This is an optimization exercise on Yosys and OpenROAD, whose aim is small area and a short achievable clock period, not a production implementation. The RTL was checked by simulation tests, not by an equivalence proof against the original design. Power is estimated from default activity; no workload was simulated.

==> flow/design.v <==
module seq_mem_4port
#(
  parameter WIDTH = 32,
  parameter SIZE = 32,
  parameter IDX_SIZE = 5
) (
  input  wire logic                clk,
  input  wire logic                reset,
  input  wire logic [IDX_SIZE-1:0] port0_addr,
  input  wire logic [IDX_SIZE-1:0] port1_addr,
  input  wire logic [IDX_SIZE-1:0] port2_addr,
  input  wire logic [IDX_SIZE-1:0] port3_addr,
  input  wire logic                port0_en,
  input  wire logic                port1_en,
  input  wire logic                port2_en,
  input  wire logic                port3_en,
  output      logic                port0_done,
  output      logic                port1_done,
  output      logic                port2_done,
  output      logic                port3_done,
  output      logic [ WIDTH-1:0] port0_read_data,
  output      logic [ WIDTH-1:0] port1_read_data,
  output      logic [ WIDTH-1:0] port2_read_data,
  output      logic [ WIDTH-1:0] port3_read_data,
  input  wire logic [ WIDTH-1:0] port0_write_data,
  input  wire logic [ WIDTH-1:0] port1_write_data,
  input  wire logic [ WIDTH-1:0] port2_write_data,
  input  wire logic [ WIDTH-1:0] port3_write_data,
  input  wire logic              port0_we,
  input  wire logic              port1_we,
  input  wire logic              port2_we,
  input  wire logic              port3_we
);
  logic [WIDTH-1:0] mem[SIZE-1:0];
  logic  content_en[0:3];
  logic  done[0:3];
  assign content_en[0] = port0_en;
  assign content_en[1] = port1_en;
  assign content_en[2] = port2_en;
  assign content_en[3] = port3_en;
  assign port0_done    = done[0];
  assign port1_done    = done[1];
  assign port2_done    = done[2];
  assign port3_done    = done[3];
  logic [IDX_SIZE-1:0] addr_buffer1[0:3];
  logic [IDX_SIZE-1:0] addr_buffer2[0:3];
  logic [IDX_SIZE-1:0] addr_buffer3[0:3];
  logic [IDX_SIZE-1:0] addr_buffer4[0:3];
  logic [WIDTH-1:0]    read_buffer1[0:3];
  logic [WIDTH-1:0]    read_buffer2[0:3];
  logic [WIDTH-1:0]    read_buffer3[0:3];
  logic [WIDTH-1:0]    read_buffer4[0:3];
  logic                write_val1[0:3];
  logic                write_val2[0:3];
  logic                write_val3[0:3];
  logic                write_val4[0:3];
  logic [WIDTH-1:0]    write_buffer1[0:3];
  logic [WIDTH-1:0]    write_buffer2[0:3];
  logic [WIDTH-1:0]    write_buffer3[0:3];
  logic [WIDTH-1:0]    write_buffer4[0:3];
  logic [IDX_SIZE-1:0] addr[0:3];
  logic [WIDTH-1:0]    read_out[0:3];
  assign addr_buffer1[0] = port0_addr;
  assign addr_buffer1[1] = port1_addr;
  assign addr_buffer1[2] = port2_addr;
  assign addr_buffer1[3] = port3_addr;
  assign port0_read_data = read_out[0];
  assign port1_read_data = read_out[1];
  assign port2_read_data = read_out[2];
  assign port3_read_data = read_out[3];
  logic             write_en[0:3];
  logic [WIDTH-1:0] write_data[0:3];
  assign write_data[0] = port0_write_data;
  assign write_data[1] = port1_write_data;
  assign write_data[2] = port2_write_data;
  assign write_data[3] = port3_write_data;
  assign write_en[0]   = port0_we;
  assign write_en[1]   = port1_we;
  assign write_en[2]   = port2_we;
  assign write_en[3]   = port3_we;
  always_ff @(posedge clk) begin
    for (int i = 0; i < 4; i=i+1) begin
      addr_buffer2[i] <= addr_buffer1[i];
      addr_buffer3[i] <= addr_buffer2[i];
      addr_buffer4[i] <= addr_buffer3[i];
      addr[i]         <= addr_buffer4[i];
    end
  end
  always_ff @(posedge clk) begin
    for (int i = 0; i < 4; i=i+1) begin
      if (reset) begin
        read_buffer1[i] <= '0;
        read_buffer2[i] <= '0;
        read_buffer3[i] <= '0;
        read_buffer4[i] <= '0;
        read_out[i]     <= '0;
      end else begin
        if (content_en[i] && !write_en[i]) begin
          read_buffer1[i] <= mem[addr_buffer1[i]];
        end else if (content_en[i] && write_en[i]) begin
          read_buffer1[i] <= '0;
        end else begin
          read_buffer1[i] <= read_buffer1[i];
        end
        read_buffer2[i] <= read_buffer1[i];
        read_buffer3[i] <= read_buffer2[i];
        read_buffer4[i] <= read_buffer3[i];
        read_out[i]     <= read_buffer4[i];
      end
    end
  end
  always_ff @(posedge clk) begin
    for (int i = 0; i < 4; i=i+1) begin
      write_buffer1[i] <= write_data[i];
      write_buffer2[i] <= write_buffer1[i];
      write_buffer3[i] <= write_buffer2[i];
      write_buffer4[i] <= write_buffer3[i];
      write_val1[i]    <= !reset && content_en[i] && write_en[i];
      write_val2[i]    <= write_val1[i];
      write_val3[i]    <= write_val2[i];
      write_val4[i]    <= write_val3[i];
      if (write_val4[i])
        mem[addr[i]] <= write_buffer4[i];
    end
  end
  always_ff @(posedge clk) begin
    for (int i = 0; i < 4; i=i+1) begin
      if (reset)
        done[i] <= '0;
      else if (content_en[i])
        done[i] <= '1;
      else
        done[i] <= '0;
    end
  end
endmodule
==> flow/run.sh <==
#!/bin/bash
# synth_recipe.tcl (not shown) runs the flow's synth.tcl, then flattens the netlist and writes it again
# the make line also repeats each setting of config.mk as NAME=value (left out here)
make -C /OpenROAD-flow-scripts/flow DESIGN_CONFIG=/design/flow/config.mk WORK_HOME=/design/flow/orfs CLKGATE_MAP_FILE= SYNTH_SCRIPT=/design/flow/synth_recipe.tcl finish
==> flow/config.mk <==
export PLATFORM = sky130hd
export DESIGN_NAME = seq_mem_4port
export DESIGN_NICKNAME = seq_mem_4port
export VERILOG_FILES = /design/flow/design.v
export SDC_FILE = /design/flow/constraint.sdc
export NUM_CORES = 4
export LEC_CHECK = 0
export CAP_MARGIN = 20
export CORE_MARGIN = 2
export CORE_UTILIZATION = 25
export SLEW_MARGIN = 20
==> flow/constraint.sdc <==
create_clock -name core_clock -period 4.0 [get_ports {clk}]
set_input_delay 0.8000 -clock core_clock [delete_from_list [all_inputs] [get_ports {clk}]]
set_output_delay 0.8000 -clock core_clock [all_outputs]
set_load 0.01 [all_outputs]
==> summary.txt <==
per-stage QoR:
step | hold WS, ns | cells | total power [mW] | worst slack (ns) | cell area [um2]
after global placement | 0.310 | 17700 | 32.9 | 0.579 | 142000
after floorplan | 0.310 | 11400 | 30.0 | 1.20 | 129000
final | 0.185 | 18300 | 59.6 | 0.538 | 151000
after CTS | 0.139 | 18200 | 59.5 | 0.809 | 151000
after global routing | 0.184 | 18200 | 60.8 | 0.637 | 151000
after detailed placement | 0.312 | 17700 | 33.0 | 0.592 | 142000
worst max path at each step:
stage,depth (start not counted),slack [ns],start,to
2_1_floorplan,8,1.20,addr[3][2],mem[1][0]
3_3_place_gp,8,0.58,port2_addr[0],read_buffer1[2][29]
3_5_place_dp,6,0.59,port2_addr[0],read_buffer1[2][29]
4_1_cts,4,0.81,addr[1][1],mem[10][15]
5_1_grt,7,0.64,write_val4[3],mem[0][8]
6_report,4,0.54,addr[1][1],mem[10][2]
sequential cells by signal, indices dropped and copies added (netlist names), 20 cells and up:
name / flops
mem: 1024
addr_buffer2: 20
write_buffer4: 128
addr: 20
read_buffer4: 128
write_buffer3: 128
write_buffer2: 128
addr_buffer3: 20
read_buffer2: 128
read_buffer1: 128
read_buffer3: 128
read_out: 128
addr_buffer4: 20
write_buffer1: 128
layer usage:
layer	up-vias	track usage	wire length (um)
met3	2534	0.128	116000
li1	43400	-	-
met5	-	0.00277	1090
met2	10200	0.330	260000
met1	54600	0.313	251000
met4	68	0.161	52800
cells by family after synthesis:
kind of cell / count (synthesis) / share of synthesized area
compound gates: 3096 / 0.180
buf+inv: 1478 / 0.0487
flops: 2276 / 0.433
mux: 2816 / 0.273
simple gates: 1781 / 0.0652
area by class of cell:
cell class,instances,share of cell area
clock buffer,390,0.0528
clock inverter,110,0.00921
sequential,2276,0.369
tap,6757,0.0558
inverter,4,0.0000992
multi-input combinational,7693,0.446
antenna,150,0.00248
timing repair buffer,935,0.0640
synth_stat cells (4+ instances only):
cell / count
clkbuf_1: 1073
nor3b_1: 4
buf_2: 202
a22oi_1: 4
nor2_1: 1053
a32o_1: 4
a21oi_1: 284
nand2b_1: 16
buf_1: 88
nand3b_1: 17
o2bb2ai_1: 124
mux2i_1: 1804
buf_4: 96
nand4_1: 5
o22ai_1: 124
nor2_2: 15
buf_6: 15
nor3_1: 17
a21o_1: 1024
mux2_2: 500
and2_1: 9
dfxtp_1: 1252
edfxtp_1: 1024
a22o_1: 128
nor2b_1: 524
o31a_1: 4
nand4b_1: 6
clkinv_1: 4
a211oi_1: 1024
a221oi_1: 252
mux4_2: 512
nand2_1: 60
o221ai_1: 124
nand3_1: 31
power groups by stage:
stage	clock network (mW)	registers, mW	logic (mW)
3_5_place_dp	0	26.5	6.50
6_report	26.6	26.1	6.88
2_1_floorplan	0	25.7	4.34
3_3_place_gp	0	26.5	6.45
4_1_cts	27.0	26.0	6.53
5_1_grt	27.8	26.1	6.98
critical path, stage by stage, from the launching register on:
cell	delay, ns
dfxtp_1	0.82
nor2b_1	0.45
nand2_2	0.36
nand3_2	0.64
buf_4	0.72
==> qor.yml <==
status: "finished clean"
cts_resized: 0
core-area_um2: 513000
worstSkewPairLatency_ns: 1.07
start_util: 0.251
worst_ep_arrival_time_ns: 4.01
avgRoutedWirePerCell_um: 37.2
antenna_found_initial: 102
clk_path_buf_depth: 4
drtIter0Drc: 19300
final_common_cell: "mux2i_1"
ys.flop_type: "dfxtp_1"
p_sw_frac: 0.275
min_from: "port1_write_data[28]"
crit_required_ns: 4.55
synthArstFlopShare: 0
vias: 111000
r2r-end: "mem[10][2]"
cts_tree: "built"
grt_overflow: 0
synth_cells: 11400
synth-seq-cells: 2276
r2r_start: "addr[1][1]"
vdd_ir_drop_max_uv: 414
post-synth-top-area-fraction: 0.239
die_x_um: 722
yosysWarnings: 23
p_clk_frac: 0.447
drive_gt1_frac: 0.206
gp_congestion: 1.00
port_buffers: 289
rrSetupSlack_ns: 0.54
grt_pass1_vias: 102000
final_antenna_net_count: 0
postLayoutCoreUtil: 0.295
endpoint_kind: "flip-flop"
cts.sinks: 2276
leakage_nw: 60.9
drc: 0
netlist_top_cells_area: "edfxtp_1 (24%), dfxtp_1 (19%), mux2i_1 (14%)"
slew_viol_final: 0
setup_viol: 0
crit_type: "reg2reg"
cap_violations: 0
regArea_um2: 55900
post_cts_buffers: 0
hold_path.class: "in2reg"
hold_violations: 0
p_seq_frac: 0.437
grt_usage: 0.249
path_clk_slew_ns: 0.06
synthDistinctLibCells: 47
ios: 290
clock_skew_ns: 0.150
dr.pass1.iters: 7
die_h_um: 722
synth_edf_count: 1024
p_switching_mw: 16.4
hold_buffers: 0
wirelength_um: 681000
dp_hpwl_um: 435000
tightest_slew_ns: 1.41
synth_top_cell_by_area: "edfxtp_1"
htreeDepth: 5
cellInternalPower_mw: 43.2
tns_ns: 0
power_density_nw_per_um2: 394
combPwrFrac: 0.116
mappedNetlistNets: 11600
grt_max_degree: 89
multi_input_area_um2: 67600
syn_area_per_cell_um2: 11.3
fin_crit_ns: 3.46
max_clock_freq_mhz: 289
rsz0062_at_grt: "false"
layout_common_cells: "mux2i_1 (1804), dfxtp_1 (1177), nor2_1 (1034)"
fill_cells: 52200
holdPathStages: 1
start_kind: "flip-flop"
die_area_um2: 521000
crit_fanout: 21
clock-root-buffer: "clkbuf_16"
numCtsBuffers: 273
avgViaCountPerCell: 6.05
rows: 263
grt_pass1_wl_um: 900000
min_to: "write_buffer1[1][28]"
seq_area_frac_synth: 0.433
slew_headroom: 0.0527
nets: 11300
area_growth_pct: 17.5
fin_crit_sh: 0.865
synth_area_um2: 129000
r2r_cells: 4

-- static timing again, ports no longer ideal --
In the flow no input, the clock included, has a driving cell. The finished layout below was timed again as built, in two steps.
Step 1: set_driving_cell puts a clkbuf_16 on clk and a buf_2 on each other input, an assumption about the parent block.
Step 2, shift: input delay + t, output delay - t, t = (earliest + latest rising clock arrival at the registers) / 2. This alone moves slack from input paths to output paths.
a / b / c = no drivers / after step 1 / after step 2; a / b = the first two.
shift t [ns]: 1.111
setup slack, ns: 0.538 / 0.538 / 0.237
slew at the worst register clock pin (ns): 0.07 / 0.07
After both steps setup and hold are still met in this run. The setup slack of this run moves by 0.000 ns with the drivers and by -0.301 ns with both steps.
